Source: an optimization exercise on an open RTL-to-GDS flow (aim: small area, a short achievable clock period and few clock cycles). Production flows keep margins and buffers that such runs may drop. Function was checked by simulation only, so behaviour that the tests miss may differ from the original. Power is estimated from default activity; no workload was simulated.

==> design.v <==
module vsa16(clock, rst, PC, instruction, ALUOutput, datain, dataout, wr);
    input         clock;
    input         rst;
    output [11:0] PC;
    input  [15:0] instruction;
    output [15:0] ALUOutput;
    input  [15:0] datain;
    output [15:0] dataout;
    output        wr;
    reg [10:0] pc_q;                 
    reg [15:0] R1, R2, R3;           
    reg [15:0] xp;                   
    reg [15:0] xg;                   
    reg [3:0]  xf;                   
    reg        x_we;                 
    reg        x_ld;                 
    reg [1:0]  x_rd;
    reg        wr;                   
    reg [1:0]  x_rs2;                
    assign PC = {pc_q, 1'b0};
    wire [15:0] p = xp;
    wire [15:0] g = xg;
    reg  [15:0] pg, pp;              
    integer     l, k;
    always @(*) begin
        pg = g;
        pp = p;
        for (l = 0; l < 4; l = l + 1)
            for (k = 15; k >= 0; k = k - 1)
                if ((k >> l) & 1) begin
                    pg[k] = pg[k] | (pp[k] & pg[((k >> l) << l) - 1]);
                    pp[k] = pp[k] & pp[((k >> l) << l) - 1];
                end
    end
    wire [15:0] sum = p ^ {pg[14:0], 1'b0};
    assign ALUOutput = sum;
    wire [15:0] res = ({16{xf[0]}} & sum)
                    | ({16{xf[1]}} & g)
                    | ({16{xf[2]}} & p)
                    | ({16{xf[3]}} & {1'b0, xp[15:1]});
    wire [15:0] wdata = x_ld ? datain : res;
    reg [15:0] sd;
    always @(*) begin
        case (x_rs2)
            2'd1: sd = R1;
            2'd2: sd = R2;
            2'd3: sd = R3;
            default: sd = 16'd0;
        endcase
    end
    assign dataout = sd;
    wire [2:0]  op  = instruction[2:0];
    wire [1:0]  rs1 = instruction[4:3];
    wire [1:0]  rs2 = instruction[6:5];
    wire [1:0]  rd  = instruction[8:7];
    wire [2:0]  fn  = instruction[11:9];    
    wire [15:0] imm = {{7{instruction[15]}}, instruction[15:7]};
    wire is_lw   = op == 3'd0;
    wire is_sw   = op == 3'd1;
    wire is_beqz = op == 3'd2;
    wire is_rr   = op == 3'd3;
    wire is_addi = op == 3'd4;
    wire is_subi = op == 3'd5;
    wire fwd1 = x_we && x_rd == rs1;
    wire fwd2 = x_we && x_rd == rs2;
    reg [15:0] A, B;
    always @(*) begin
        if (fwd1) A = wdata;
        else case (rs1)
            2'd1: A = R1;
            2'd2: A = R2;
            2'd3: A = R3;
            default: A = 16'd0;
        endcase
        if (fwd2) B = wdata;
        else case (rs2)
            2'd1: B = R1;
            2'd2: B = R2;
            2'd3: B = R3;
            default: B = 16'd0;
        endcase
    end
    wire        sub  = is_subi | (is_rr & fn == 3'd1);
    wire        srl  = is_rr & fn >= 3'd5;      
    wire [15:0] op2  = is_rr ? B : imm;
    wire [15:0] op2x = srl ? 16'd0 : sub ? ~op2 : op2;
    wire [15:0] pa   = A ^ op2x;
    wire [15:0] ga   = A & op2x;
    wire [3:0]  f    = {is_rr & fn >= 3'd5, is_rr & (fn == 3'd3 | fn == 3'd4), is_rr & (fn == 3'd2 | fn == 3'd3), ~is_rr | fn <= 3'd1};
    wire [1:0] dest = is_rr ? rd : ((is_lw | is_addi | is_subi) ? rs2 : 2'd0);
    reg za;
    always @(*) begin
        if (fwd1) za = wdata == 16'd0;
        else case (rs1)
            2'd1: za = R1 == 16'd0;
            2'd2: za = R2 == 16'd0;
            2'd3: za = R3 == 16'd0;
            default: za = 1'b1;
        endcase
    end
    wire        taken = is_beqz & za;
    wire [10:0] npc   = pc_q + 11'd1;
    wire [10:0] tpc   = pc_q + 11'd1 + imm[10:0];
    always @(posedge clock) begin
        xp    <= {pa[15:1], pa[0] ^ sub};
        xg    <= {ga[15:1], ga[0] | (pa[0] & sub)};
        xf    <= f;
        x_ld  <= is_lw;
        x_rd  <= dest;
        x_rs2 <= rs2;
        if (rst) begin
            pc_q <= 11'd0;
            x_we <= 1'b0;
            wr   <= 1'b0;
        end else begin
            pc_q <= taken ? tpc : npc;
            x_we <= dest != 2'd0;
            wr   <= is_sw;
        end
    end
    always @(posedge clock) begin
        if (rst) begin
            R1 <= 16'd0;
            R2 <= 16'd0;
            R3 <= 16'd0;
        end else if (x_we) begin
            if (x_rd == 2'd1) R1 <= wdata;
            if (x_rd == 2'd2) R2 <= wdata;
            if (x_rd == 2'd3) R3 <= wdata;
        end
    end
endmodule
==> flow/run.sh <==
#!/bin/bash
# Standard ORFS layout (the standard.sh, unchanged synthesis), with two
# placement/sizing settings changed:
#  - port buffers are plain buf cells instead of the platform's default
#    delay-buffer choice;
#  - the resizer may swap cells across footprints (MATCH_CELL_FOOTPRINT=0),
#    so port buffers and other cells can be sized to the timing they see.
# Every tool's output is in orfs/logs/ (one log per ORFS step); make's own
# output is in flow_make.log.
set -euo pipefail
bash standard.sh MATCH_CELL_FOOTPRINT=0 \
  "BUFFER_PORTS_ARGS=-buffer_cell sky130_fd_sc_hd__buf_1" \
  finish > flow_make.log 2>&1
==> standard.sh <==
#!/bin/bash
# synth_recipe.tcl (not shown) runs the flow's synth.tcl, then flattens the netlist and writes it again
# the make line also repeats each setting of config.mk as NAME=value (left out here)
make -C /OpenROAD-flow-scripts/flow DESIGN_CONFIG=/design/flow/config.mk WORK_HOME=/design/flow/orfs CLKGATE_MAP_FILE= SYNTH_SCRIPT=/design/flow/synth_recipe.tcl "${@:-finish}"
==> config.mk <==
export PLATFORM = sky130hd
export DESIGN_NAME = vsa16
export DESIGN_NICKNAME = vsa16
export VERILOG_FILES = /design/flow/design.v
export SDC_FILE = /design/flow/constraint.sdc
export NUM_CORES = 4
export LEC_CHECK = 0
export ABC_AREA = 1
export CAP_MARGIN = 20
export CORE_MARGIN = 2
export CORE_UTILIZATION = 40
export CTS_BUF_LIST = sky130_fd_sc_hd__clkbuf_8
export SETUP_SLACK_MARGIN = 3.2
export SLEW_MARGIN = 20
==> constraint.sdc <==
create_clock -name core_clock -period 7.0 [get_ports {clock}]
set_input_delay 1.4000 -clock core_clock [delete_from_list [all_inputs] [get_ports {clock}]]
set_output_delay 1.4000 -clock core_clock [all_outputs]
set_load 0.01 [all_outputs]
==> impl_metrics.ini, run 1 <==
[outcome]
run_status = no timing/DRC/antenna violations

[clocking]
clk_root_buffer_cell = sky130_fd_sc_hd__clkbuf_8
ctsHtreeMaxLevel = 3
cts-buffers-inserted = 9
clockBufferDepth = 2
clkTransAtPathRegs_ps = 100
post-cts-setup-buffers = 0
cts.sinks = 102
clk-insertion-delay-late_ps = 390
cts.hold.buffers_added = 0
cts_tree = done

[sta]
finalSetupTns_ps = 0
finalHoldViolations = 0
tightestPinTransition_ps = 879.9
grt_setup_unrepaired = no
min_period_over_period_pct = 49.47
timing.final.max_slew_violations = 0
setup_slack_ps = 3537
max-slew-margin-rel_pct = 41.13
max_clock_freq_mhz = 288.8
timing.hold.ws_ps = 553.3
finalSetupViolCount = 0
clock_skew_ps = 11.41
post-route-min-period_ps = 3463

[yosys]
postSynthAreaPerCell_um2 = 6.727
post-synth-top-area-fraction_pct = 30.39
ys_dominant_reg_cell = sky130_fd_sc_hd__dfxtp_1
yosysSeqAreaShare_pct = 30.39
postSynthNetCount = 1065
number_of_enable_flip_flop_cells_after_synthesis = 0
synth_cell_types = 46
synthArstFlopShare_pct = 0
ys_warn_count = 1
synth_area_um2 = 6720
postSynthCellCount = 999
synth_top_cells_by_area = sky130_fd_sc_hd__dfxtp_1, sky130_fd_sc_hd__nand2_1, sky130_fd_sc_hd__o21ai_0, sky130_fd_sc_hd__a21oi_1, sky130_fd_sc_hd__inv_1
ys_ff_latch = 102
synth.largest_area_cell = sky130_fd_sc_hd__dfxtp_1

[setup_path]
start_kind = input port
timing.critical_path.required_ps = 7300
critical-path-max-stage-delay_ps = 520
ff2ff_path_depth = 22
setup.worst_path.end_class = flop
cp_class = input port to flop
worstPathCellList = buf_1 -> xnor2_1 -> nand2_1 -> nor2_1 -> clkinvlp_4 -> o211ai_1 -> o21ai_0 -> a21oi_1 -> o21ai_0 -> fa_1 -> inv_1
cp_max_fo = 27
worst-r2r-setup-slack_ps = 3830
worst-endpoint-arrival_ps = 3760
crit_top_cell = sky130_fd_sc_hd__o21ai_0
slowest_stage = sky130_fd_sc_hd__fa_1

[final_layout]
multi_input_comb_area_um2 = 4041
final_nets = 1115
utilization_pct = 44.17
most-common-layout-cells = sky130_fd_sc_hd__nand2_1, sky130_fd_sc_hd__inv_1, sky130_fd_sc_hd__o21ai_0
drive_above_1_share_pct = 6.167
seqCellArea_um2 = 2042
layout.cells.non_filler = 1274
n_antenna_cell = 0
final_common_cell = sky130_fd_sc_hd__nand2_1
areaGrowthSynthToFinish_pct = 8.620
nFillCells = 1811

[pwr]
net-switching-power_uw = 497.9
netSwitchingFraction_pct = 36.42
share_comb_of_total_power_pct = 26.9
seqPwrFrac_pct = 47.9
p_leak_uw = 0.003117
power_density_nw_per_um2 = 187.3
internal-power_uw = 869.0
clock_power_share_pct = 25.2
ir_worst_vdd_uv = 79.57

[placed_design]
portbufs = 77
numPlacedInstances = 1258
gp_congestion = 0.9513
pre_cts_slack_ps = 2994
post-dp-hpwl_mm = 15.82

[route]
vias = 6844
first_pass_iters = 5
avgViaCountPerCell = 5.372
drc = 0
ant_nets = 0
wl_mm = 20.59
avgRoutedWirePerCell_um = 16.16
drtIter0Drc = 568

[global_routing]
via_count_of_the_first_global_routing_pass = 6017
grt_use_total_pct = 23.09
first_pass_grt_wire_length_mm = 32.80
largest_net_degree_at_the_start_of_global_routing = 49
antenna_found_initial = 0
global_route.overflow_total = 0

[floorplan]
core_area_um2 = 16520
floorplan.rows = 47
die_h_um = 133.6
top_level_pins = 79
start_util_pct = 40.67
die_width_um = 133.6
floorplan.die_area_um2 = 17850

[job]
maxCapViolations = 0

[min_path]
hold-path-cell-count = 2
worst_hold_path_type = flop to flop
## power by group through the flow
stage	registers, uW	logic [uW]	clock network, uW
5_1_grt	660	411	378
3_5_place_dp	667	362	0
3_3_place_gp	667	360	0
4_1_cts	654	364	352
2_1_floorplan	656	257	0
6_report	655	368	344
## sequential cells by signal, indices dropped and copies added (netlist names)
signal	count
R1	16
R2	16
R3	16
xg	16
xp	16
pc_q	11
xf	4
x_rd	2
x_rs2	2
wr	1
x_ld	1
x_we	1
## cells by family after synthesis
| family | share of synthesized area (%) |
|---|---|
| other cells | 0.05580 |
| simple gates | 26.59 |
| buf+inv | 9.793 |
| fa+ha+maj | 6.181 |
| compound gates | 24.13 |
| flops | 30.39 |
| xor+xnor | 2.867 |
## critical path: cells and delay by family
| kind | cells | cell delay, ps |
|---|---|---|
| AO/OA/AOI/OAI | 4 | 660 |
| adder cells (fa/ha/maj) | 1 | 520 |
| AND/OR/NAND/NOR | 2 | 370 |
| XOR/XNOR | 1 | 140 |
| buffers and inverters | 3 | 670 |
## layout make-up
cell class / count / share of cell area [%]
multi-input combinational: 738 / 55.37
sequential: 102 / 27.97
inverter: 114 / 5.914
timing repair buffer: 84 / 4.679
tap: 220 / 3.771
clock buffer: 10 / 1.885
clock inverter: 6 / 0.4114
## worst paths after layout
kind,startpoint,to
setup / recovery,instruction[6],xp[0]
hold / removal,R2[7],R2[7]
setup reg to reg,xp[1],pc_q[9]
hold reg to reg,R2[7],R2[7]
## Yosys cell counts, drive strengths merged, types with 4 or more instances
master and number:
a21boi 4, a21oi 97, a221oi 8, and2 8, buf 12, clkbuf 33
clkinv 4, dfxtp 102, ha 30, inv 110, nand2 234, nand3 48
nand3b 4, nand4 10, nor2 66, nor3 12, nor4 9, o21ai 109
o221ai 32, o22ai 17, or2 11, xnor2 6, xor2 16
## repair_timing
item	in CTS	in global routing
gates resized for setup	0	2
hold endpoints to repair	0	0
endpoints found under the setup margin	0	1
## per-stage QoR
stage,total power (uW),area [um2]
4_1_cts,1370,7296
3_5_place_dp,1029,7128
6_report,1367,7300
2_1_floorplan,912.5,6720
3_3_place_gp,1027,7128
5_1_grt,1449,7300
## metal layers
metal  global-route usage, %  up-vias  part of all wire (%)
met5                       0        -                     0
li1                        -     3483                     -
met2                   32.96      224                    41
met4                   9.929        0                   3.2
met1                   34.66     3095                    50
met3                   2.854       42                   5.8
Testbench counts, summed over its fixed seeds: cycles 22,626.
==> run 2: changes to the inputs <==
--- a/config.mk
+++ b/config.mk
@@ -10,5 +10,5 @@
 export CORE_MARGIN = 2
 export CORE_UTILIZATION = 40
 export CTS_BUF_LIST = sky130_fd_sc_hd__clkbuf_8
-export SETUP_SLACK_MARGIN = 3.2
+export SETUP_SLACK_MARGIN = 3.8
 export SLEW_MARGIN = 20
==> run 2 against run 1 <==
  * Still clean
  * Utilization grew 2.0 points
  * Critical path depth grew 1
  * Via count grew 0.53%
  * Synthesized cell count is the same
  * Sequential cell count is the same
  * Critical path type is now flop to output pin
  * Largest power group unchanged
  * Highest routed layer unchanged
==> impl_metrics.ini, run 2 <==
[outcome]
run_status = no timing/DRC/antenna violations

[route]
wl_mm = 20.72
routed-wl-met3_mm = 1.015
wl_met2_mm = 9.035
first_pass_iters = 5
avgViaCountPerCell = 5.337
highest_layer = met4
ant_nets = 0
vias = 6880
drc = 0
met1Wirelength_mm = 10.26
drtIter0Drc = 678
avgRoutedWirePerCell_um = 16.07

[clocking]
clk_root_buffer_cell = sky130_fd_sc_hd__clkbuf_8
cts_tree = done
ctsHtreeMaxLevel = 3
cts-buffers-inserted = 9
clockBufferDepth = 2
cts.sinks = 102
clkTransAtPathRegs_ps = 100
clk-insertion-delay-late_ps = 390

[pwr]
internal-power_uw = 924.4
seqPwrFrac_pct = 45.9
power_density_nw_per_um2 = 187.7
clock_power_share_pct = 26.6
share_comb_of_total_power_pct = 27.5
report.power.total_uw = 1432
p_leak_uw = 0.003244
netSwitchingFraction_pct = 35.45
ir_worst_vdd_uv = 93.12
net-switching-power_uw = 507.6

[setup_path]
timing.critical_path.required_ps = 5600
worst-endpoint-arrival_ps = 1900
start_kind = flop
worst-r2r-setup-slack_ps = 4080
setup.worst_path.end_class = output pin
ff2ff_path_depth = 22
cp_class = flop to output pin
cp_max_fo = 7

[global_routing]
first_pass_grt_wire_length_mm = 32.21
antenna_found_initial = 0
largest_net_degree_at_the_start_of_global_routing = 33
grt_use_total_pct = 22.79
global_route.overflow_total = 0
via_count_of_the_first_global_routing_pass = 6065

[yosys]
postSynthCellCount = 999
ys_ff_latch = 102
number_of_enable_flip_flop_cells_after_synthesis = 0
synth_area_um2 = 6720
share_of_synthesized_cell_area_in_full_adder_half_adder_and_majority_cells_pct = 6.181
synthArstFlopShare_pct = 0
yosys.area_share.simple_pct = 26.59
largest_family_of_logic_cells_by_synthesized_area = simple AND/OR/NAND/NOR gates
netlist_top_cells_count = sky130_fd_sc_hd__nand2_1, sky130_fd_sc_hd__o21ai_0, sky130_fd_sc_hd__inv_1, sky130_fd_sc_hd__dfxtp_1, sky130_fd_sc_hd__a21oi_1
yosysMostFrequentCell = sky130_fd_sc_hd__nand2_1
ys_warn_count = 1
ys_dominant_reg_cell = sky130_fd_sc_hd__dfxtp_1
synth_xor_xnor_area_share_pct = 2.867
synth_cell_types = 46
synth_top_cells_by_area = sky130_fd_sc_hd__dfxtp_1, sky130_fd_sc_hd__nand2_1, sky130_fd_sc_hd__o21ai_0, sky130_fd_sc_hd__a21oi_1, sky130_fd_sc_hd__inv_1
post-synth-top-area-fraction_pct = 30.39
synth.largest_area_cell = sky130_fd_sc_hd__dfxtp_1
synth-compound-area-share_pct = 24.13
postSynthNetCount = 1065
yosysSeqAreaShare_pct = 30.39
synth.mux.area_fraction_pct = 0
postSynthAreaPerCell_um2 = 6.727

[placed_design]
portbufs = 77
gp_congestion = 0.9548
post-dp-hpwl_mm = 15.75
pre_cts_slack_ps = 2879
numPlacedInstances = 1258

[floorplan]
floorplan.die_area_um2 = 17850
die_h_um = 133.6
core_area_um2 = 16520
top_level_pins = 79
floorplan.rows = 47
die_width_um = 133.6
start_util_pct = 40.67

[sta]
finalSetupTns_ps = 0
max-slew-margin-rel_pct = 52.37
max_clock_freq_mhz = 302.9
tightestPinTransition_ps = 714.4
min_period_over_period_pct = 47.16
clock_skew_ps = 10.03
grt_setup_unrepaired = yes
post-route-min-period_ps = 3301
finalSetupViolCount = 0
finalHoldViolations = 0
setup_slack_ps = 3699
timing.final.max_slew_violations = 0

[min_path]
hold-path-cell-count = 2
worst_hold_path_type = flop to flop

[final_layout]
nFillCells = 1776
drive_above_1_share_pct = 11.79
final_nets = 1130
final_common_cell = sky130_fd_sc_hd__nand2_1
multi_input_comb_area_um2 = 4178
layout.cells.non_filler = 1289
seqCellArea_um2 = 2048
most-common-layout-cells = sky130_fd_sc_hd__nand2_1, sky130_fd_sc_hd__o21ai_0, sky130_fd_sc_hd__inv_1
n_antenna_cell = 0
areaGrowthSynthToFinish_pct = 13.54

[job]
maxCapViolations = 0
## run 2: cell counts after synthesis
No cell type changed its count.
## run 2: stage by stage
step                      area [um2]  hold slack (ps)  utilization [%]
after floorplan                 6723            504.5                -
final                           7630            541.1            46.17
after CTS                       7417            543.1            44.89
after global placement          7123            523.4            43.11
after detailed placement        7138            528.0            43.20
after global routing            7630            585.1            46.17
## run 2: worst max-delay path, cell delays in order, from the launching register on
cell and delay, ps:
sky130_fd_sc_hd__dfxtp_4 370, sky130_fd_sc_hd__ha_4 160, sky130_fd_sc_hd__inv_2 40, sky130_fd_sc_hd__nand2_2 50, sky130_fd_sc_hd__nand2_2 50, sky130_fd_sc_hd__nand2_2 70, sky130_fd_sc_hd__nand2_2 90, sky130_fd_sc_hd__nand2_4 90
sky130_fd_sc_hd__buf_4 160, sky130_fd_sc_hd__nand2_4 70, sky130_fd_sc_hd__nand3_1 80, sky130_fd_sc_hd__and2_1 160, sky130_fd_sc_hd__clkbuf_2 120
## run 2: timing repair
action | CTS | global route
resized for setup | 25 | 44
hold buffers | 0 | 0
setup buffers | 2 | 11
gates cloned | 1 | 1
pin swaps | 11 | 12
endpoints found under the setup margin | 53 | 56
## run 2: cells by family (layout without fill, tap and decap cells)
family / count (synthesis) / in the layout
AOI/OAI and AO/OA: 279 / 279
other: 1 / 1
DFF: 102 / 102
xor gates and xnor gates: 22 / 22
adders and majority gates: 32 / 32
and+or+nand+nor: 404 / 405
buffers and inverters: 159 / 228
## run 2: power by group through the flow
stage	Sequential [uW]	Combinational, uW	Clock, uW
after floorplan	656	257	0
after global placement	668	358	0
after detailed placement	667	361	0
after CTS	654	370	389
after global routing	663	439	413
final	657	394	381
## run 2: cell type report
cell class | count | area share (%)
multi-input cells | 739 | 54.76
flip-flops and latches | 102 | 26.84
repair buffers | 97 | 6.281
inverters | 114 | 5.772
well taps | 220 | 3.608
clock buffers | 13 | 2.345
clock inverters | 3 | 0.3280
repair inverters | 1 | 0.06560
## run 2: layer usage
layer  up-vias  global-route usage, %
met1      3133                  33.37
met3        28                  3.539
met5         -                      0
met4         0                  7.270
met2       202                  34.19
li1       3517                      -
## run 2: path summary, 6_finish.rpt
check	start	end
max	xg[0]	ALUOutput[11]
min	R2[11]	R2[11]
max reg2reg	xg[0]	pc_q[10]
min reg2reg	R2[11]	R2[11]
==> run 3: changes to the inputs <==
--- a/config.mk
+++ b/config.mk
@@ -10,5 +10,5 @@
 export CORE_MARGIN = 2
 export CORE_UTILIZATION = 40
 export CTS_BUF_LIST = sky130_fd_sc_hd__clkbuf_8
-export SETUP_SLACK_MARGIN = 3.8
+export SETUP_SLACK_MARGIN = 3.7
 export SLEW_MARGIN = 20
==> run 3 against run 2 <==
  * Still clean
  * First-iteration DRC count decreased by 23%
  * Clock-buffer cell count decreased by 4
  * Synthesized area unchanged
  * Combinational power about the same
  * Routed wire length decreased by 0.12%
  * Fmax decreased by 0.77%
  * Via count increased by 0.16%
  * Clock skew increased by 4.5 ps
  * Final area decreased by 0.74%
  * Die area unchanged
  * Sequential share of layout area increased by 0.18 points
  * Critical endpoint is now ALUOutput[14]
  * Highest routed layer unchanged
==> impl_metrics.ini, run 3 <==
[sta]
tightestPinTransition_ps = 730.3
clock_skew_ps = 14.49
timing.final.max_slew_violations = 0
setup_slack_ps = 3673
finalSetupViolCount = 0
max-slew-margin-rel_pct = 51.32
finalHoldViolations = 0
post-route-min-period_ps = 3327
min_period_over_period_pct = 47.52
finalSetupTns_ps = 0
grt_setup_unrepaired = yes
max_clock_freq_mhz = 300.6

[clocking]
ctsHtreeMaxLevel = 3
clkTransAtPathRegs_ps = 100
clk_root_buffer_cell = sky130_fd_sc_hd__clkbuf_8
cts.hold.buffers_added = 0
cts_tree = done
cts.sinks = 102
clockBufferDepth = 2
clk-insertion-delay-late_ps = 400
cts-buffers-inserted = 9

[global_routing]
antenna_found_initial = 0
global_route.overflow_total = 0
first_pass_grt_wire_length_mm = 32.91
via_count_of_the_first_global_routing_pass = 6054
grt_use_total_pct = 23.21
largest_net_degree_at_the_start_of_global_routing = 49

[pwr]
p_leak_uw = 0.003238
ir_worst_vdd_uv = 82.03
power_density_nw_per_um2 = 194.0
report.power.total_uw = 1469

[route]
ant_nets = 0
avgRoutedWirePerCell_um = 16.12
avgViaCountPerCell = 5.367
drc = 0
first_pass_iters = 5
wl_mm = 20.70
vias = 6891
drtIter0Drc = 524

[placed_design]
gp_congestion = 0.9574
pre_cts_slack_ps = 3079
place_area_um2 = 7128
post-dp-hpwl_mm = 15.57
portbufs = 77

[final_layout]
areaGrowthSynthToFinish_pct = 12.70
final_design_area_no_fill_um2 = 7574
nFillCells = 1764
final_common_cell = sky130_fd_sc_hd__nand2_1
drive_above_1_share_pct = 11.18
most-common-layout-cells = sky130_fd_sc_hd__nand2_1, sky130_fd_sc_hd__o21ai_0, sky130_fd_sc_hd__inv_1
n_antenna_cell = 0
final_nets = 1125

[yosys]
post-synth-top-area-fraction_pct = 30.39
ys_ff_latch = 102
ys_dominant_reg_cell = sky130_fd_sc_hd__dfxtp_1
postSynthNetCount = 1065
synthArstFlopShare_pct = 0
synth_cell_types = 46
postSynthAreaPerCell_um2 = 6.727
netlist_top_cells_count = sky130_fd_sc_hd__nand2_1, sky130_fd_sc_hd__o21ai_0, sky130_fd_sc_hd__inv_1, sky130_fd_sc_hd__dfxtp_1, sky130_fd_sc_hd__a21oi_1
yosysMostFrequentCell = sky130_fd_sc_hd__nand2_1
synth.largest_area_cell = sky130_fd_sc_hd__dfxtp_1
synth_top_cells_by_area = sky130_fd_sc_hd__dfxtp_1, sky130_fd_sc_hd__nand2_1, sky130_fd_sc_hd__o21ai_0, sky130_fd_sc_hd__a21oi_1, sky130_fd_sc_hd__inv_1
postSynthCellCount = 999
yosysSeqAreaShare_pct = 30.39
number_of_enable_flip_flop_cells_after_synthesis = 0
ys_warn_count = 1
synth_area_um2 = 6720

[min_path]
worst_hold_path_type = flop to flop

[floorplan]
start_util_pct = 40.67
core_area_um2 = 16520
die_width_um = 133.6
floorplan.die_area_um2 = 17850
floorplan.rows = 47
die_h_um = 133.6
top_level_pins = 79

[setup_path]
cp_class = flop to output pin
setup.worst_path.end_class = output pin
worst-endpoint-arrival_ps = 1930
cp_max_fo = 6
start_kind = flop
timing.critical_path.required_ps = 5600

[outcome]
run_status = no timing/DRC/antenna violations

[job]
maxCapViolations = 0
[run 3: logic make-up (layout without fill, tap and decap cells)]
logic type	after synthesis	after routing	synth area share, %
AOI/OAI and AO/OA	279	279	24.13
other	1	1	0.05580
adders and majority gates	32	32	6.181
xor gates and xnor gates	22	22	2.867
buffers and inverters	159	224	9.793
and+or+nand+nor	404	404	26.59
DFF	102	102	30.39
[run 3: cell type report]
| type | instances | area (um2) | share of cell area, % |
|---|---|---|---|
| clock buffers | 9 | 123.9 | 1.636 |
| well taps | 220 | 275.3 | 3.635 |
| clock inverters | 7 | 87.58 | 1.156 |
| inverters | 114 | 434.2 | 5.733 |
| repair inverters | 1 | 5.005 | 0.06608 |
| repair buffers | 93 | 440.4 | 5.815 |
| flip-flops and latches | 102 | 2047 | 27.03 |
| multi-input cells | 738 | 4160 | 54.93 |
[run 3: per-layer routing]
layer / part of all wire, % / global-route usage [%] / wire (um)
met1: 49 / 34.01 / 10110
met2: 42 / 34.45 / 8778
met3: 6.7 / 4.186 / 1378
met4: 2.1 / 7.270 / 431
met5: 0 / 0 / 0
[run 3: timing repair]
action / in CTS / in global routing
pin swaps: 1 / 17
gates resized for setup: 9 / 56
gates cloned: 1 / 0
endpoints found under the setup margin: 22 / 34
setup buffers: 2 / 7
[run 3: through the flow]
step / hold slack, ps / instances / utilization [%]
final: 551.8 / 1284 / 45.83
after global routing: 581.8 / 1284 / 45.83
after CTS: 556.7 / 1277 / 44.62
after detailed placement: 528.7 / 1258 / 43.14
after global placement: 524.8 / 1258 / 43.14
after floorplan: 504.5 / 999 / -
[run 3: worst paths after layout]
check / depth (start not counted) / start / endpoint / slack [ps]
setup / recovery: 13 / xg[0] / ALUOutput[14] / 3670
hold / removal: 2 / R2[11] / R2[11] / 550
setup reg to reg: 21 / xg[0] / pc_q[10] / 4000
hold reg to reg: 2 / R2[11] / R2[11] / 550
[run 3: worst max-delay path, stage by stage (launching register included)]
cell,delay (ps)
sky130_fd_sc_hd__dfxtp_2,360
sky130_fd_sc_hd__ha_2,170
sky130_fd_sc_hd__inv_2,30
sky130_fd_sc_hd__nand2_2,60
sky130_fd_sc_hd__nand2_2,60
sky130_fd_sc_hd__nand2_2,80
sky130_fd_sc_hd__nand2_2,70
sky130_fd_sc_hd__nand2_4,120
sky130_fd_sc_hd__buf_6,130
sky130_fd_sc_hd__nand2_4,40
sky130_fd_sc_hd__nand2_2,70
sky130_fd_sc_hd__nand2_2,60
sky130_fd_sc_hd__and2_1,150
sky130_fd_sc_hd__buf_2,130
[run 3: power breakdown]
group | total (uW) | internal (uW) | leakage, uW | switching, uW
Sequential | 656 | 615 | 0.000834 | 41.3
Combinational | 393 | 137 | 0.00229 | 256
Clock | 420 | 200 | 0.000115 | 220
Total | 1470 | 952 | 0.00324 | 517
==> run 4: changes to the inputs <==
--- a/config.mk
+++ b/config.mk
@@ -10,5 +10,5 @@
 export CORE_MARGIN = 2
 export CORE_UTILIZATION = 40
 export CTS_BUF_LIST = sky130_fd_sc_hd__clkbuf_8
-export SETUP_SLACK_MARGIN = 3.7
+export SETUP_SLACK_MARGIN = 3.4
 export SLEW_MARGIN = 20
==> run 4 against run 3 <==
  * Combinational power down 5.9%
  * First-iteration DRC count up 18%
  * Via count down 0.68%
  * Largest power group unchanged
  * Sequential power about the same
  * Synthesized area unchanged
==> impl_metrics.ini, run 4 <==
[yosys]
largest_family_of_logic_cells_by_synthesized_area = simple AND/OR/NAND/NOR gates
yosys.area_share.simple_pct = 26.59
synthArstFlopShare_pct = 0
yosysSeqAreaShare_pct = 30.39
synth.largest_area_cell = sky130_fd_sc_hd__dfxtp_1
ys_dominant_reg_cell = sky130_fd_sc_hd__dfxtp_1
synth.mux.area_fraction_pct = 0
share_of_synthesized_cell_area_in_full_adder_half_adder_and_majority_cells_pct = 6.181
postSynthCellCount = 999
ys_ff_latch = 102
postSynthNetCount = 1065
yosysMostFrequentCell = sky130_fd_sc_hd__nand2_1
synth_cell_types = 46
number_of_enable_flip_flop_cells_after_synthesis = 0
synth_top_cells_by_area = sky130_fd_sc_hd__dfxtp_1, sky130_fd_sc_hd__nand2_1, sky130_fd_sc_hd__o21ai_0, sky130_fd_sc_hd__a21oi_1, sky130_fd_sc_hd__inv_1
post-synth-top-area-fraction_pct = 30.39
synth-compound-area-share_pct = 24.13
synth_area_um2 = 6720
ys_warn_count = 1
netlist_top_cells_count = sky130_fd_sc_hd__nand2_1, sky130_fd_sc_hd__o21ai_0, sky130_fd_sc_hd__inv_1, sky130_fd_sc_hd__dfxtp_1, sky130_fd_sc_hd__a21oi_1
postSynthAreaPerCell_um2 = 6.727
synth_xor_xnor_area_share_pct = 2.867

[clocking]
cts.sinks = 102
clk_root_buffer_cell = sky130_fd_sc_hd__clkbuf_8
clk-insertion-delay-late_ps = 390
cts_repair_resize_count = 0
cts-buffers-inserted = 9
cts.hold.buffers_added = 0
clockBufferDepth = 2
clkTransAtPathRegs_ps = 100
ctsHtreeMaxLevel = 3
post-cts-setup-buffers = 0
cts_tree = done

[placed_design]
place_area_um2 = 7128
portbufs = 77
gp_congestion = 0.9513
post-dp-hpwl_mm = 15.82

[min_path]
worst_hold_path_type = flop to flop
worst_hold_path.endpoint = R2[7]
hold-path-cell-count = 2
hold_start = R2[7]

[pwr]
ir_worst_vdd_uv = 79.60
power_density_nw_per_um2 = 187.5
p_leak_uw = 0.003117

[final_layout]
nFillCells = 1809
areaGrowthSynthToFinish_pct = 8.769
drive_above_1_share_pct = 6.445
final_design_area_no_fill_um2 = 7310
final_common_cell = sky130_fd_sc_hd__nand2_1
n_antenna_cell = 0
utilization_pct = 44.23
most-common-layout-cells = sky130_fd_sc_hd__nand2_1, sky130_fd_sc_hd__inv_1, sky130_fd_sc_hd__o21ai_0
final_nets = 1116

[floorplan]
floorplan.die_area_um2 = 17850
die_h_um = 133.6
start_util_pct = 40.67
top_level_pins = 79
floorplan.rows = 47
core_area_um2 = 16520
die_width_um = 133.6

[setup_path]
cp_max_fo = 7
reg2reg_to = pc_q[9]
start_kind = flop
setup.worst_path.end_class = output pin
rr_startpoint = xp[1]
worst_setup_path_startpoint = xp[1]
worst-endpoint-arrival_ps = 2040
timing.critical_path.required_ps = 5600
worst-r2r-setup-slack_ps = 3830
cp_class = flop to output pin
ff2ff_path_depth = 22

[global_routing]
grt_use_total_pct = 23.09
first_pass_grt_wire_length_mm = 32.80
global_route.overflow_total = 0
via_count_of_the_first_global_routing_pass = 6017
antenna_found_initial = 0
largest_net_degree_at_the_start_of_global_routing = 49

[sta]
finalHoldViolations = 0
finalSetupTns_ps = 0
tightestPinTransition_ps = 806.2
clock_skew_ps = 10.10
finalSetupViolCount = 0
timing.hold.ws_ps = 553.7
grt_setup_unrepaired = no
min_period_over_period_pct = 49.18
post-route-min-period_ps = 3443
max-slew-margin-rel_pct = 46.25
max_clock_freq_mhz = 290.5
timing.final.max_slew_violations = 0

[route]
avgRoutedWirePerCell_um = 16.32
drc = 0
drtIter0Drc = 620
vias = 6844
avgViaCountPerCell = 5.368
wl_mm = 20.81
first_pass_iters = 5
ant_nets = 0

[job]
maxCapViolations = 0

[outcome]
run_status = no timing/DRC/antenna violations
-- run 4: cells by family after synthesis --
logic type               count (synthesis)
AND/OR/NAND/NOR                        404
flip-flops                             102
AO/OA/AOI/OAI                          279
XOR/XNOR                                22
buffers and inverters                  159
adder cells (fa/ha/maj)                 32
other                                    1
-- run 4: worst max path at each step --
stage,end,cells after the start
4_1_cts,xp[0],12
2_1_floorplan,xp[0],11
3_3_place_gp,xp[0],11
3_5_place_dp,xp[0],12
5_1_grt,pc_q[2],22
6_report,ALUOutput[9],11
-- run 4: stage by stage --
stage,instances,total power (uW),setup slack [ps]
after floorplan,999,912.5,3693
after global placement,1258,1027,3066
after detailed placement,1258,1029,2994
after CTS,1274,1370,3415
after global routing,1275,1450,3403
final,1275,1371,3557
-- run 4: area by class of cell --
type,instances,area [um2],share of cell area (%)
timing repair inverter,1,5.005,0.06847
clock buffer,10,137.6,1.883
sequential,102,2042,27.94
inverter,114,431.7,5.906
multi-input combinational,738,4046,55.36
clock inverter,6,30.03,0.4108
tap,220,275.3,3.766
timing repair buffer,84,341.6,4.673
-- run 4: worst max-delay path: stages (launching register included) --
cell and delay, ps:
sky130_fd_sc_hd__dfxtp_1 340, sky130_fd_sc_hd__ha_1 190, sky130_fd_sc_hd__inv_1 50, sky130_fd_sc_hd__nand2_1 60
sky130_fd_sc_hd__nand2_1 80, sky130_fd_sc_hd__nand2_2 70, sky130_fd_sc_hd__nand2_2 80, sky130_fd_sc_hd__nand2_4 100
sky130_fd_sc_hd__ha_1 210, sky130_fd_sc_hd__o21ai_0 180, sky130_fd_sc_hd__and2_1 150, sky130_fd_sc_hd__buf_1 140
-- run 4: power by group --
group	switching (uW)	internal [uW]	leakage, uW
Sequential	40.1	614	0.000833
Combinational	250	119	0.00218
Clock	211	136	0.000100
-- run 4: layer usage --
metal  routed length, um  up-vias  track usage [%]
li1                    -     3485                -
met1               10340     3069            34.66
met2                8546      250            32.96
met3                1288       40            2.854
met4                 637        0            9.929
met5                   0        -                0
==> run 5: changes to the inputs <==
--- a/config.mk
+++ b/config.mk
@@ -10,5 +10,5 @@
 export CORE_MARGIN = 2
 export CORE_UTILIZATION = 40
 export CTS_BUF_LIST = sky130_fd_sc_hd__clkbuf_8
-export SETUP_SLACK_MARGIN = 3.4
+export SETUP_SLACK_MARGIN = 3.6
 export SLEW_MARGIN = 20
==> run 5 against run 4 <==
  * Still clean
  * Combinational power increased by 5%
  * Register-to-register slack improved by 190 ps
  * Die area unchanged
  * Utilization increased by 1.1 points
  * Routed wire length increased by 1.3%
  * First-iteration DRC count decreased by 1.5%
  * Clock power about the same
  * Global-route usage increased by 0.12 points
  * Largest cell class unchanged
  * Largest power group unchanged
  * Highest routed layer unchanged
==> impl_metrics.ini, run 5 <==
[outcome]
run_status = no timing/DRC/antenna violations

[yosys]
share_of_synthesized_cell_area_in_full_adder_half_adder_and_majority_cells_pct = 6.181
synth_top_cells_by_area = sky130_fd_sc_hd__dfxtp_1, sky130_fd_sc_hd__nand2_1, sky130_fd_sc_hd__o21ai_0, sky130_fd_sc_hd__a21oi_1, sky130_fd_sc_hd__inv_1
synthArstFlopShare_pct = 0
yosys.area_share.simple_pct = 26.59
number_of_enable_flip_flop_cells_after_synthesis = 0
yosysMostFrequentCell = sky130_fd_sc_hd__nand2_1
ys_warn_count = 1
netlist_top_cells_count = sky130_fd_sc_hd__nand2_1, sky130_fd_sc_hd__o21ai_0, sky130_fd_sc_hd__inv_1, sky130_fd_sc_hd__dfxtp_1, sky130_fd_sc_hd__a21oi_1
yosysSeqAreaShare_pct = 30.39
synth_xor_xnor_area_share_pct = 2.867
postSynthAreaPerCell_um2 = 6.727
synth-compound-area-share_pct = 24.13
synth_area_um2 = 6720
synth.largest_area_cell = sky130_fd_sc_hd__dfxtp_1
largest_family_of_logic_cells_by_synthesized_area = simple AND/OR/NAND/NOR gates
postSynthCellCount = 999
ys_ff_latch = 102
post-synth-top-area-fraction_pct = 30.39
ys_dominant_reg_cell = sky130_fd_sc_hd__dfxtp_1
synth_cell_types = 46
synth.mux.area_fraction_pct = 0
postSynthNetCount = 1065

[clocking]
clkTransAtPathRegs_ps = 100
clockBufferDepth = 2
clk_root_buffer_cell = sky130_fd_sc_hd__clkbuf_8
cts-buffers-inserted = 9
ctsHtreeMaxLevel = 3
clk-insertion-delay-late_ps = 390
cts_tree = done
cts.sinks = 102

[setup_path]
crit_family = simple AND/OR/NAND/NOR gates
timing.critical_path.required_ps = 5600
critical-path-max-stage-delay_ps = 350
cp_class = flop to output pin
slowest_stage = sky130_fd_sc_hd__dfxtp_2
cp_num_buf_inv = 2
start_kind = flop
worstPathCellList = ha_4 -> inv_2 -> nand2_2 -> nand2_2 -> nand2_2 -> nand2_2 -> nand2_4 -> ha_4 -> nor2_4 -> nand2_2 -> and2_1 -> buf_2
setup.worst_path.end_class = output pin
cp_max_fo = 7
crit_top_cell = sky130_fd_sc_hd__nand2_2
worst-endpoint-arrival_ps = 1930

[min_path]
worst_hold_path_type = flop to flop

[final_layout]
nFillCells = 1789
utilization_pct = 45.34
areaGrowthSynthToFinish_pct = 11.49
drive_above_1_share_pct = 9.381
most-common-layout-cells = sky130_fd_sc_hd__nand2_1, sky130_fd_sc_hd__o21ai_0, sky130_fd_sc_hd__inv_1
n_antenna_cell = 0
final_nets = 1127
layout.cells.non_filler = 1286
final_common_cell = sky130_fd_sc_hd__nand2_1

[sta]
max_clock_freq_mhz = 300.3
post-route-min-period_ps = 3329
clock_skew_ps = 12.30
min_period_over_period_pct = 47.56
finalHoldViolations = 0
finalSetupTns_ps = 0
tightestPinTransition_ps = 723.1
timing.final.max_slew_violations = 0
max-slew-margin-rel_pct = 51.79
finalSetupViolCount = 0
grt_setup_unrepaired = yes

[placed_design]
portbufs = 77
numPlacedInstances = 1258
gp_congestion = 0.9513
post-dp-hpwl_mm = 15.82

[route]
avgViaCountPerCell = 5.414
wl_mm = 21.08
first_pass_iters = 6
vias = 6962
drtIter0Drc = 611
avgRoutedWirePerCell_um = 16.39
drc = 0
ant_nets = 0

[floorplan]
die_width_um = 133.6
floorplan.die_area_um2 = 17850
floorplan.rows = 47
die_h_um = 133.6
start_util_pct = 40.67
core_area_um2 = 16520
top_level_pins = 79

[pwr]
ir_worst_vdd_uv = 79.31
p_leak_uw = 0.003185
report.power.total_uw = 1391
power_density_nw_per_um2 = 185.7

[global_routing]
antenna_found_initial = 0
global_route.overflow_total = 0
grt_use_total_pct = 23.21
via_count_of_the_first_global_routing_pass = 6041
first_pass_grt_wire_length_mm = 33.00
largest_net_degree_at_the_start_of_global_routing = 49

[job]
maxCapViolations = 0
==> run 5: area by class of cell <==
cell class / count / area (um2) / share of cell area [%]
repair buffers: 94 / 429.2 / 5.728
clock inverters: 6 / 30.03 / 0.4008
clock buffers: 10 / 137.6 / 1.837
inverters: 114 / 435.4 / 5.812
flip-flops and latches: 102 / 2046 / 27.30
multi-input cells: 738 / 4126 / 55.08
well taps: 220 / 275.3 / 3.674
repair inverters: 2 / 12.51 / 0.1670
==> run 5: cell families (layout without fill, tap and decap cells) <==
kind of cell               Yosys count  count (layout)
AOI/OAI and AO/OA                  279             279
xor gates and xnor gates            22              22
adders and majority gates           32              32
buffers and inverters              159             226
DFF                                102             102
other                                1               1
and+or+nand+nor                    404             404
==> run 5: worst reg2reg max path: cells and delay by family, from the launching register on <==
kind / cells / cell delay, ps
simple gates: 17 / 1720
fa+ha+maj: 2 / 410
flops: 1 / 350
compound gates: 2 / 320
buf+inv: 1 / 40
==> run 5: path summary, 6_finish.rpt <==
path	to	cells after the start	slack, ps	from
hold / removal	R2[7]	2	550	R2[7]
setup / recovery	ALUOutput[9]	12	3670	xg[0]
setup reg to reg	pc_q[9]	22	4020	xg[0]
hold reg to reg	R2[7]	2	550	R2[7]
==> run 5: repair_timing <==
action	in CTS	in global routing
resized for setup	6	33
cloned	1	1
setup endpoints to repair	4	30
pin swaps	1	9
hold buffers	0	0
buffers inserted	1	9
==> run 5: where the power goes <==
group	switching (uW)	total, uW	internal [uW]
sequential	41.4	656	615
combinational	256	388	132
clock	211	347	136
total	509	1390	882
==> run 5: routing by layer <==
| metal | track usage [%] | routed length, um | vias up |
|---|---|---|---|
| li1 | - | - | 3508 |
| met1 | 34.78 | 10510 | 3149 |
| met2 | 33.33 | 8679 | 250 |
| met3 | 2.778 | 1223 | 55 |
| met4 | 9.870 | 667 | 0 |
| met5 | 0 | 0 | - |
==> run 5: stage by stage <==
step | area (um2) | worst slack (ps) | hold WS [ps]
3_3_place_gp | 7128 | 3066 | 521.1
6_report | 7492 | 3671 | 554.6
5_1_grt | 7492 | 3568 | 575.3
4_1_cts | 7318 | 3609 | 555.4
2_1_floorplan | 6720 | 3693 | 504.5
3_5_place_dp | 7128 | 2994 | 528.2
==> run 6: changes to the inputs <==
--- a/config.mk
+++ b/config.mk
@@ -8,7 +8,7 @@
 export ABC_AREA = 1
 export CAP_MARGIN = 20
 export CORE_MARGIN = 2
-export CORE_UTILIZATION = 40
+export CORE_UTILIZATION = 55
 export CTS_BUF_LIST = sky130_fd_sc_hd__clkbuf_8
 export SETUP_SLACK_MARGIN = 3.6
 export SLEW_MARGIN = 20
==> run 6 against run 5 <==
  * Still clean
  * Register-to-register slack lost 40 ps
  * Clock skew is essentially flat
  * Sequential power about the same
  * Global-route usage rose by 7.5 points
  * Cell count fell by 6.0%
==> impl_metrics.ini, run 6 <==
[global_routing]
antenna_found_initial = 0
global_route.overflow_total = 0
largest_net_degree_at_the_start_of_global_routing = 49
grt_use_total_pct = 30.66
via_count_of_the_first_global_routing_pass = 6167
first_pass_grt_wire_length_mm = 31.90

[floorplan]
die_width_um = 114.5
floorplan.rows = 40
die_h_um = 114.5
top_level_pins = 79
start_util_pct = 56.18
core_area_um2 = 11960
floorplan.die_area_um2 = 13120

[pwr]
power_density_nw_per_um2 = 190.6
internal-power_uw = 902.0
clock_power_share_pct = 26.6
share_comb_of_total_power_pct = 26.8
ir_worst_vdd_uv = 143.2
seqPwrFrac_pct = 46.7
netSwitchingFraction_pct = 35.69
p_leak_uw = 0.003147
report.power.total_uw = 1403
net-switching-power_uw = 500.7

[yosys]
yosysSeqAreaShare_pct = 30.39
post-synth-top-area-fraction_pct = 30.39
ys_warn_count = 1
largest_family_of_logic_cells_by_synthesized_area = simple AND/OR/NAND/NOR gates
yosysMostFrequentCell = sky130_fd_sc_hd__nand2_1
synth_xor_xnor_area_share_pct = 2.867
ys_dominant_reg_cell = sky130_fd_sc_hd__dfxtp_1
synth-compound-area-share_pct = 24.13
synth.largest_area_cell = sky130_fd_sc_hd__dfxtp_1
netlist_top_cells_count = sky130_fd_sc_hd__nand2_1, sky130_fd_sc_hd__o21ai_0, sky130_fd_sc_hd__inv_1, sky130_fd_sc_hd__dfxtp_1, sky130_fd_sc_hd__a21oi_1
share_of_synthesized_cell_area_in_full_adder_half_adder_and_majority_cells_pct = 6.181
synth.mux.area_fraction_pct = 0
yosys.area_share.simple_pct = 26.59
postSynthAreaPerCell_um2 = 6.727
number_of_enable_flip_flop_cells_after_synthesis = 0
postSynthNetCount = 1065
synth_top_cells_by_area = sky130_fd_sc_hd__dfxtp_1, sky130_fd_sc_hd__nand2_1, sky130_fd_sc_hd__o21ai_0, sky130_fd_sc_hd__a21oi_1, sky130_fd_sc_hd__inv_1
synth_area_um2 = 6720
synthArstFlopShare_pct = 0
synth_cell_types = 46
postSynthCellCount = 999
ys_ff_latch = 102

[sta]
min_period_over_period_pct = 47.52
max-slew-margin-rel_pct = 40.86
grt_setup_unrepaired = yes
post-route-min-period_ps = 3326
clock_skew_ps = 11.88
tightestPinTransition_ps = 883.9
finalSetupTns_ps = 0
timing.final.max_slew_violations = 0
finalHoldViolations = 0
finalSetupViolCount = 0
max_clock_freq_mhz = 300.7

[clocking]
clkTransAtPathRegs_ps = 100
clk-insertion-delay-late_ps = 370
cts_tree = done
cts-buffers-inserted = 9
clockBufferDepth = 2
cts.sinks = 102
clk_root_buffer_cell = sky130_fd_sc_hd__clkbuf_8
ctsHtreeMaxLevel = 3

[placed_design]
gp_congestion = 0.9845
post-dp-hpwl_mm = 15.28
portbufs = 77

[job]
maxCapViolations = 0

[route]
avgViaCountPerCell = 5.794
ant_nets = 0
drtIter0Drc = 880
avgRoutedWirePerCell_um = 16.60
first_pass_iters = 7
drc = 0
wl_mm = 20.07
vias = 7005

[setup_path]
start_kind = flop
timing.critical_path.required_ps = 5600
cp_class = flop to output pin
worst-endpoint-arrival_ps = 1930
worst_setup_path_startpoint = xg[0]
rr_startpoint = xg[0]
worst-r2r-setup-slack_ps = 3980
cp_max_fo = 7
ff2ff_path_depth = 22
setup.worst_path.end_class = output pin

[outcome]
run_status = no timing/DRC/antenna violations

[final_layout]
areaGrowthSynthToFinish_pct = 9.533
final_nets = 1124
n_antenna_cell = 0
drive_above_1_share_pct = 8.757
final_common_cell = sky130_fd_sc_hd__nand2_1
most-common-layout-cells = sky130_fd_sc_hd__nand2_1, sky130_fd_sc_hd__o21ai_0, sky130_fd_sc_hd__inv_1
nFillCells = 1199

[min_path]
hold_start = R2[9]
worst_hold_path_type = flop to flop
hold-path-cell-count = 2
## run 6: cell counts after synthesis
Identical to the previous run, type by type.
## run 6: layout make-up
| class | instances | area [um2] | area share [%] |
|---|---|---|---|
| Inverter | 114 | 435.4 | 5.915 |
| Clock buffer | 9 | 123.9 | 1.683 |
| Sequential cell | 102 | 2044 | 27.77 |
| Clock inverter | 6 | 65.06 | 0.8839 |
| Tap cell | 147 | 183.9 | 2.499 |
| Multi-Input combinational cell | 738 | 4099 | 55.69 |
| Timing Repair inverter | 2 | 12.51 | 0.1700 |
| Timing Repair Buffer | 91 | 396.6 | 5.388 |
## run 6: what timing repair did
action,4_1_cts,5_1_grt
setup buffers,0,8
endpoints found under the hold margin,0,0
hold buffers,0,0
gates cloned,1,1
gates resized for setup,5,24
endpoints found under the setup margin,8,20
pin swaps,0,11
## run 6: per-layer routing
metal | vias to the layer above | part of all wire, % | global-route usage [%]
met3 | 36 | 7.9 | 4.500
li1 | 3498 | - | -
met4 | 0 | 1.6 | 7.805
met1 | 3128 | 47 | 44.52
met2 | 343 | 44 | 47.73
met5 | - | 0 | 0
## run 6: logic make-up after synthesis
logic type / Yosys count
AOI/OAI and AO/OA: 279
xor gates and xnor gates: 22
adders and majority gates: 32
buffers and inverters: 159
DFF: 102
other: 1
and+or+nand+nor: 404
## run 6: metrics by stage
step	instances	instance area (um2)	hold slack, ps	setup slack, ps	util [%]
after floorplan	999	6720	504.5	3693	-
after global placement	1184	7029	522.3	3078	58.77
after detailed placement	1184	7029	533.0	3040	58.77
after CTS	1200	7232	557.5	3609	60.46
after global routing	1209	7361	594.0	3576	61.54
final	1209	7361	553.8	3674	61.54
## run 6: critical path, cell delays in order, from the launching register on
cell,delay (ps)
sky130_fd_sc_hd__dfxtp_2,340
sky130_fd_sc_hd__ha_2,180
sky130_fd_sc_hd__inv_2,40
sky130_fd_sc_hd__nand2_2,50
sky130_fd_sc_hd__nand2_2,60
sky130_fd_sc_hd__nand2_2,60
sky130_fd_sc_hd__nand2_2,90
sky130_fd_sc_hd__nand2_4,120
sky130_fd_sc_hd__ha_4,200
sky130_fd_sc_hd__nor2_2,100
sky130_fd_sc_hd__nand2_1,70
sky130_fd_sc_hd__and2_1,130
sky130_fd_sc_hd__buf_2,130
## run 6: final timing paths
check,end
worst max-delay path,ALUOutput[9]
worst max register to register,pc_q[4]
worst min register to register,R2[9]
worst min-delay path,R2[9]
## run 6: power groups by stage
stage               Combinational, uW  Sequential, uW  Clock [uW]
floorplan                         257             656           0
global placement                  357             666           0
detailed placement                358             666           0
CTS                               361             653         377
global route                      420             660         399
finish                            375             655         373
==> run 7: changes to the inputs <==
--- a/config.mk
+++ b/config.mk
@@ -8,7 +8,7 @@
 export ABC_AREA = 1
 export CAP_MARGIN = 20
 export CORE_MARGIN = 2
-export CORE_UTILIZATION = 55
-export CTS_BUF_LIST = sky130_fd_sc_hd__clkbuf_8
-export SETUP_SLACK_MARGIN = 3.6
+export CORE_UTILIZATION = 40
+export CTS_BUF_LIST = sky130_fd_sc_hd__clkbuf_4 sky130_fd_sc_hd__clkbuf_8
+export SETUP_SLACK_MARGIN = 3.4
 export SLEW_MARGIN = 20
==> run 7 against run 6 <==
  * Sequential cell count is the same
  * Combinational power decreased by 2%
  * Routed wire length rose by 3.4%
  * Total power decreased by 1.2%
  * Final area shrank 0.54%
  * Sequential power is essentially flat
  * Utilization is 17 points lower
  * Sequential share of layout area up 0.12 points
  * Cell count rose by 5.5%
  * Largest power group unchanged
  * Highest routed layer unchanged
==> impl_metrics.ini, run 7 <==
[outcome]
run_status = no timing/DRC/antenna violations

[yosys]
synth_cell_types = 46
number_of_enable_flip_flop_cells_after_synthesis = 0
yosysSeqAreaShare_pct = 30.39
ys_dominant_reg_cell = sky130_fd_sc_hd__dfxtp_1
synth_top_cells_by_area = sky130_fd_sc_hd__dfxtp_1, sky130_fd_sc_hd__nand2_1, sky130_fd_sc_hd__o21ai_0, sky130_fd_sc_hd__a21oi_1, sky130_fd_sc_hd__inv_1
post-synth-top-area-fraction_pct = 30.39
synthArstFlopShare_pct = 0
netlist_top_cells_count = sky130_fd_sc_hd__nand2_1, sky130_fd_sc_hd__o21ai_0, sky130_fd_sc_hd__inv_1, sky130_fd_sc_hd__dfxtp_1, sky130_fd_sc_hd__a21oi_1
postSynthAreaPerCell_um2 = 6.727
ys_warn_count = 1
yosysMostFrequentCell = sky130_fd_sc_hd__nand2_1
synth_area_um2 = 6720
postSynthNetCount = 1065
synth.largest_area_cell = sky130_fd_sc_hd__dfxtp_1
ys_ff_latch = 102
postSynthCellCount = 999

[setup_path]
ff2ff_path_depth = 22
setup.worst_path.end_class = output pin
cp_class = flop to output pin
rr_startpoint = xp[1]
timing.critical_path.required_ps = 5600
start_kind = flop
reg2reg_to = pc_q[9]
worst-endpoint-arrival_ps = 2050
cp_max_fo = 7
worst-r2r-setup-slack_ps = 3800

[route]
vias = 6840
wl_met2_mm = 8.534
wl_mm = 20.75
drtIter0Drc = 620
ant_nets = 0
first_pass_iters = 5
drc = 0
highest_layer = met4
avgRoutedWirePerCell_um = 16.28
avgViaCountPerCell = 5.365
routed-wl-met3_mm = 1.294
met1Wirelength_mm = 10.27

[clocking]
clkTransAtPathRegs_ps = 100
post-cts-setup-buffers = 0
cts-buffers-inserted = 9
cts.hold.buffers_added = 0
cts.sinks = 102
clk-insertion-delay-late_ps = 390
clockBufferDepth = 2
clk_root_buffer_cell = sky130_fd_sc_hd__clkbuf_8
ctsHtreeMaxLevel = 3
cts_tree = done
cts_repair_resize_count = 0

[floorplan]
start_util_pct = 40.67
floorplan.die_area_um2 = 17850
die_h_um = 133.6
floorplan.rows = 47
core_area_um2 = 16520
top_level_pins = 79
die_width_um = 133.6

[global_routing]
global_route.overflow_total = 0
grt_use_total_pct = 23.07
largest_net_degree_at_the_start_of_global_routing = 49
via_count_of_the_first_global_routing_pass = 6015
antenna_found_initial = 0
first_pass_grt_wire_length_mm = 32.79

[sta]
grt_setup_unrepaired = no
min_period_over_period_pct = 49.23
clock_skew_ps = 9.915
timing.final.max_slew_violations = 0
setup_slack_ps = 3554
finalSetupViolCount = 0
max_clock_freq_mhz = 290.2
finalHoldViolations = 0
max-slew-margin-rel_pct = 45.71
post-route-min-period_ps = 3446
tightestPinTransition_ps = 814.4
finalSetupTns_ps = 0

[job]
maxCapViolations = 0

[pwr]
ir_worst_vdd_uv = 79.88
p_leak_uw = 0.003115
power_density_nw_per_um2 = 189.4

[min_path]
hold_start = R2[7]
worst_hold_path_type = flop to flop
hold-path-cell-count = 2
worst_hold_path.endpoint = R2[7]

[final_layout]
most-common-layout-cells = sky130_fd_sc_hd__nand2_1, sky130_fd_sc_hd__o21ai_0, sky130_fd_sc_hd__inv_1
n_antenna_cell = 0
final_common_cell = sky130_fd_sc_hd__nand2_1
nFillCells = 1804
areaGrowthSynthToFinish_pct = 8.937
drive_above_1_share_pct = 6.730
final_nets = 1116

[placed_design]
gp_congestion = 0.9513
portbufs = 77
pre_cts_slack_ps = 2994
post-dp-hpwl_mm = 15.82
[run 7: cell counts after synthesis]
Identical to the previous run, type by type.
[run 7: worst max path at each step]
stage          cells after the start      endpoint  slack [ps]      startpoint
2_1_floorplan                     11         xp[0]        3690  instruction[5]
3_3_place_gp                      11         xp[0]        3070  instruction[6]
3_5_place_dp                      12         xp[0]        2990  instruction[5]
4_1_cts                           12         xp[0]        3420  instruction[5]
5_1_grt                           22       pc_q[2]        3400           xp[1]
6_report                          11  ALUOutput[9]        3550           xp[1]
[run 7: cell type report]
type	count	area [um2]	share of cell area, %
inverters	114	431.7	5.896
flip-flops and latches	102	2042	27.89
multi-input cells	738	4046	55.27
repair buffers	84	341.6	4.666
repair inverters	1	5.005	0.06836
clock inverters	3	18.77	0.2564
well taps	220	275.3	3.760
clock buffers	13	160.2	2.188
[run 7: per-stage QoR]
step | cell area [um2] | hold slack (ps) | std cells | util, % | power [uW]
floorplan | 6720 | 504.5 | 999 | - | 912.5
global placement | 7128 | 521.1 | 1258 | 43.14 | 1027
CTS | 7307 | 555.4 | 1274 | 44.22 | 1386
finish | 7321 | 554.3 | 1275 | 44.30 | 1386
detailed placement | 7128 | 528.2 | 1258 | 43.14 | 1029
global route | 7321 | 575.3 | 1275 | 44.30 | 1465
[run 7: power by group]
group | switching [uW] | leakage, uW | internal, uW
sequential | 40.2 | 0.000833 | 614
combinational | 250 | 0.00218 | 119
clock | 211 | 0.0000981 | 152
[run 7: kinds of logic after synthesis]
group                    count (synthesis)  share of synthesized area (%)
AND/OR/NAND/NOR                        404                          26.59
AO/OA/AOI/OAI                          279                          24.13
XOR/XNOR                                22                          2.867
flip-flops                             102                          30.39
adder cells (fa/ha/maj)                 32                          6.181
buffers and inverters                  159                          9.793
other                                    1                        0.05580
[run 7: metal layers]
layer,global-route usage [%],up-vias
li1,-,3485
met1,34.59,3064
met2,32.99,245
met3,2.854,46
met4,9.929,0
met5,0,-
[run 7: critical path: stages, from the launching register on]
cell,delay (ps)
sky130_fd_sc_hd__dfxtp_1,340
sky130_fd_sc_hd__ha_1,190
sky130_fd_sc_hd__inv_1,50
sky130_fd_sc_hd__nand2_1,60
sky130_fd_sc_hd__nand2_1,80
sky130_fd_sc_hd__nand2_2,70
sky130_fd_sc_hd__nand2_2,80
sky130_fd_sc_hd__nand2_4,100
sky130_fd_sc_hd__ha_1,210
sky130_fd_sc_hd__o21ai_0,180
sky130_fd_sc_hd__and2_1,150
sky130_fd_sc_hd__buf_1,140
==> run 8: changes to the inputs <==
--- a/config.mk
+++ b/config.mk
@@ -10,5 +10,5 @@
 export CORE_MARGIN = 2
 export CORE_UTILIZATION = 40
 export CTS_BUF_LIST = sky130_fd_sc_hd__clkbuf_4 sky130_fd_sc_hd__clkbuf_8
-export SETUP_SLACK_MARGIN = 3.4
+export SETUP_SLACK_MARGIN = 3.6
 export SLEW_MARGIN = 20
==> run 8 against run 7 <==
  * Final area up 2.5%
  * Cell count is 0.86% higher
  * Largest cell class unchanged
  * Fmax grew 3.5%
  * Global-route usage rose by 0.13 points
  * Largest power group unchanged
  * Routed wire length increased by 1.4%
  * Combinational power is 5.4% higher
  * Utilization up 1.1 points
  * Non-clock buffer count rose by 10
  * Register-to-register slack improved by 200 ps
  * Still clean
  * Sequential power about the same
==> impl_metrics.ini, run 8 <==
[outcome]
run_status = no timing/DRC/antenna violations

[final_layout]
most-common-layout-cells = sky130_fd_sc_hd__nand2_1, sky130_fd_sc_hd__o21ai_0, sky130_fd_sc_hd__inv_1
utilization_pct = 45.41
drive_above_1_share_pct = 9.662
n_antenna_cell = 0
final_nets = 1127
areaGrowthSynthToFinish_pct = 11.66
final_common_cell = sky130_fd_sc_hd__nand2_1
layout.cells.non_filler = 1286

[setup_path]
worst-endpoint-arrival_ps = 1930
cp_max_fo = 7
rr_startpoint = xg[0]
worst_setup_path_startpoint = xg[0]
start_kind = flop
setup.worst_path.end_class = output pin
timing.critical_path.required_ps = 5600
cp_class = flop to output pin

[floorplan]
floorplan.rows = 47
top_level_pins = 79
die_h_um = 133.6
start_util_pct = 40.67
core_area_um2 = 16520
die_width_um = 133.6
floorplan.die_area_um2 = 17850

[route]
ant_nets = 0
drc = 0
avgRoutedWirePerCell_um = 16.36
wl_mm = 21.04
drtIter0Drc = 621
avgViaCountPerCell = 5.407
vias = 6953
first_pass_iters = 7

[min_path]
worst_hold_path_type = flop to flop
hold_start = R2[7]

[yosys]
post-synth-top-area-fraction_pct = 30.39
number_of_enable_flip_flop_cells_after_synthesis = 0
netlist_top_cells_count = sky130_fd_sc_hd__nand2_1, sky130_fd_sc_hd__o21ai_0, sky130_fd_sc_hd__inv_1, sky130_fd_sc_hd__dfxtp_1, sky130_fd_sc_hd__a21oi_1
synth_top_cells_by_area = sky130_fd_sc_hd__dfxtp_1, sky130_fd_sc_hd__nand2_1, sky130_fd_sc_hd__o21ai_0, sky130_fd_sc_hd__a21oi_1, sky130_fd_sc_hd__inv_1
synthArstFlopShare_pct = 0
postSynthCellCount = 999
ys_dominant_reg_cell = sky130_fd_sc_hd__dfxtp_1
ys_warn_count = 1
synth_cell_types = 46
yosysSeqAreaShare_pct = 30.39
yosysMostFrequentCell = sky130_fd_sc_hd__nand2_1
postSynthAreaPerCell_um2 = 6.727
ys_ff_latch = 102
synth.largest_area_cell = sky130_fd_sc_hd__dfxtp_1
postSynthNetCount = 1065
synth_area_um2 = 6720

[sta]
finalHoldViolations = 0
clock_skew_ps = 11.07
finalSetupTns_ps = 0
grt_setup_unrepaired = yes
min_period_over_period_pct = 47.59
max-slew-margin-rel_pct = 51.68
timing.final.max_slew_violations = 0
max_clock_freq_mhz = 300.2
post-route-min-period_ps = 3331
tightestPinTransition_ps = 724.7
finalSetupViolCount = 0

[clocking]
clk-insertion-delay-late_ps = 400
cts.sinks = 102
cts_tree = done
clkTransAtPathRegs_ps = 100
clockBufferDepth = 2
cts-buffers-inserted = 9
clk_root_buffer_cell = sky130_fd_sc_hd__clkbuf_8
ctsHtreeMaxLevel = 3

[placed_design]
post-dp-hpwl_mm = 15.82
gp_congestion = 0.9513
numPlacedInstances = 1258
portbufs = 77

[global_routing]
first_pass_grt_wire_length_mm = 32.99
antenna_found_initial = 0
grt_use_total_pct = 23.20
via_count_of_the_first_global_routing_pass = 6041
global_route.overflow_total = 0
largest_net_degree_at_the_start_of_global_routing = 49

[job]
maxCapViolations = 0

[pwr]
ir_worst_vdd_uv = 79.95
report.power.total_uw = 1407
p_leak_uw = 0.003183
power_density_nw_per_um2 = 187.5
[run 8: power by group]
group	total, uW	switching [uW]	internal [uW]
Sequential	656	41.6	615
Combinational	389	257	132
Clock	362	210	152
[run 8: layout make-up]
cell class / instances / area [um2]
fillers: 1784 / 9021
repair buffers: 94 / 429.2
multi-input cells: 738 / 4126
well taps: 220 / 275.3
clock inverters: 3 / 18.77
clock buffers: 13 / 160.2
inverters: 114 / 435.4
flip-flops and latches: 102 / 2046
repair inverters: 2 / 12.51
[run 8: per-layer routing]
layer / GRT usage (%) / wire [um] / vias to the layer above
met5: 0 / 0 / -
met2: 33.33 / 8751 / 238
li1: - / - / 3506
met3: 2.778 / 1202 / 47
met4: 9.870 / 647 / 0
met1: 34.76 / 10440 / 3162
[run 8: cell families (layout without fill, tap and decap cells)]
| family | Yosys count | in the layout | share of synthesized area, % |
|---|---|---|---|
| xor+xnor | 22 | 22 | 2.867 |
| fa+ha+maj | 32 | 32 | 6.181 |
| other cells | 1 | 1 | 0.05580 |
| flops | 102 | 102 | 30.39 |
| compound gates | 279 | 279 | 24.13 |
| simple gates | 404 | 404 | 26.59 |
| buf+inv | 159 | 226 | 9.793 |
[run 8: through the flow]
| stage | setup WS [ps] | hold slack, ps | instance area (um2) |
|---|---|---|---|
| floorplan | 3693 | 504.5 | 6720 |
| global placement | 3066 | 521.1 | 7128 |
| detailed placement | 2994 | 528.2 | 7128 |
| CTS | 3609 | 555.4 | 7330 |
| global route | 3568 | 575.3 | 7503 |
| finish | 3669 | 553.2 | 7503 |
[run 8: critical path: stages (launching register included)]
cell                      delay [ps]
sky130_fd_sc_hd__dfxtp_2         350
sky130_fd_sc_hd__ha_4            150
sky130_fd_sc_hd__inv_2            40
sky130_fd_sc_hd__nand2_2          50
sky130_fd_sc_hd__nand2_2          60
sky130_fd_sc_hd__nand2_2          70
sky130_fd_sc_hd__nand2_2          90
sky130_fd_sc_hd__nand2_4         100
sky130_fd_sc_hd__ha_4            200
sky130_fd_sc_hd__nor2_4          100
sky130_fd_sc_hd__nand2_2          50
sky130_fd_sc_hd__and2_1          140
sky130_fd_sc_hd__buf_2           130
[run 8: final timing paths]
| path | end | slack (ps) | cells after the start |
|---|---|---|---|
| min | R2[7] | 550 | 2 |
| min reg2reg | R2[7] | 550 | 2 |
| max reg2reg | pc_q[9] | 4000 | 22 |
| max | ALUOutput[9] | 3670 | 12 |
[run 8: repair_timing]
| action | CTS | global route |
|---|---|---|
| setup buffers | 1 | 9 |
| resized for setup | 6 | 33 |
| setup endpoints to repair | 4 | 30 |
| gates cloned | 1 | 1 |
| pin swaps | 1 | 9 |
| hold buffers | 0 | 0 |

==> static timing again, ports no longer ideal <==
How much do the figures lean on ideal ports? The routed layouts below were timed once more, with nothing changed but the port constraints. Step 1: set_driving_cell puts a clkbuf_16 on clock and a buf_2 on each other input, an assumption about the parent block. Step 2, shift: input delay + t, output delay - t, t = (earliest + latest rising clock arrival at the registers) / 2. This alone moves slack from input paths to output paths. a / b / c = ideal ports / drivers / drivers and shift; a / b = the first two.
| run | shift t [ns] | setup WS [ns] | worst setup path at the end | worst register clock-pin slew, ns | worst data-port slew with drivers (ns) |
|---|---|---|---|---|---|
| run 1 | 0.424 | 3.537 / 3.512 / 3.118 | input to register | 0.10 / 0.10 | 0.04 |
| run 2 | 0.429 | 3.699 / 3.656 / 3.545 | input to register | 0.10 / 0.10 | 0.04 |
| run 3 | 0.437 | 3.673 / 3.632 / 3.409 | input to register | 0.11 / 0.11 | 0.04 |
| run 4 | 0.425 | 3.557 / 3.519 / 3.207 | input to register | 0.10 / 0.10 | 0.04 |
| run 5 | 0.427 | 3.671 / 3.632 / 3.329 | input to register | 0.10 / 0.10 | 0.04 |
| run 6 | 0.401 | 3.674 / 3.640 / 3.314 | input to register | 0.10 / 0.10 | 0.04 |
| run 7 | 0.425 | 3.554 / 3.515 / 3.241 | input to register | 0.10 / 0.10 | 0.04 |
| run 8 | 0.428 | 3.669 / 3.630 / 3.320 | input to register | 0.10 / 0.10 | 0.04 |
After both steps every run listed still meets setup and hold. For run 1, which loses most, drivers alone change the setup slack by -0.025 ns; drivers and shift together by -0.419 ns.
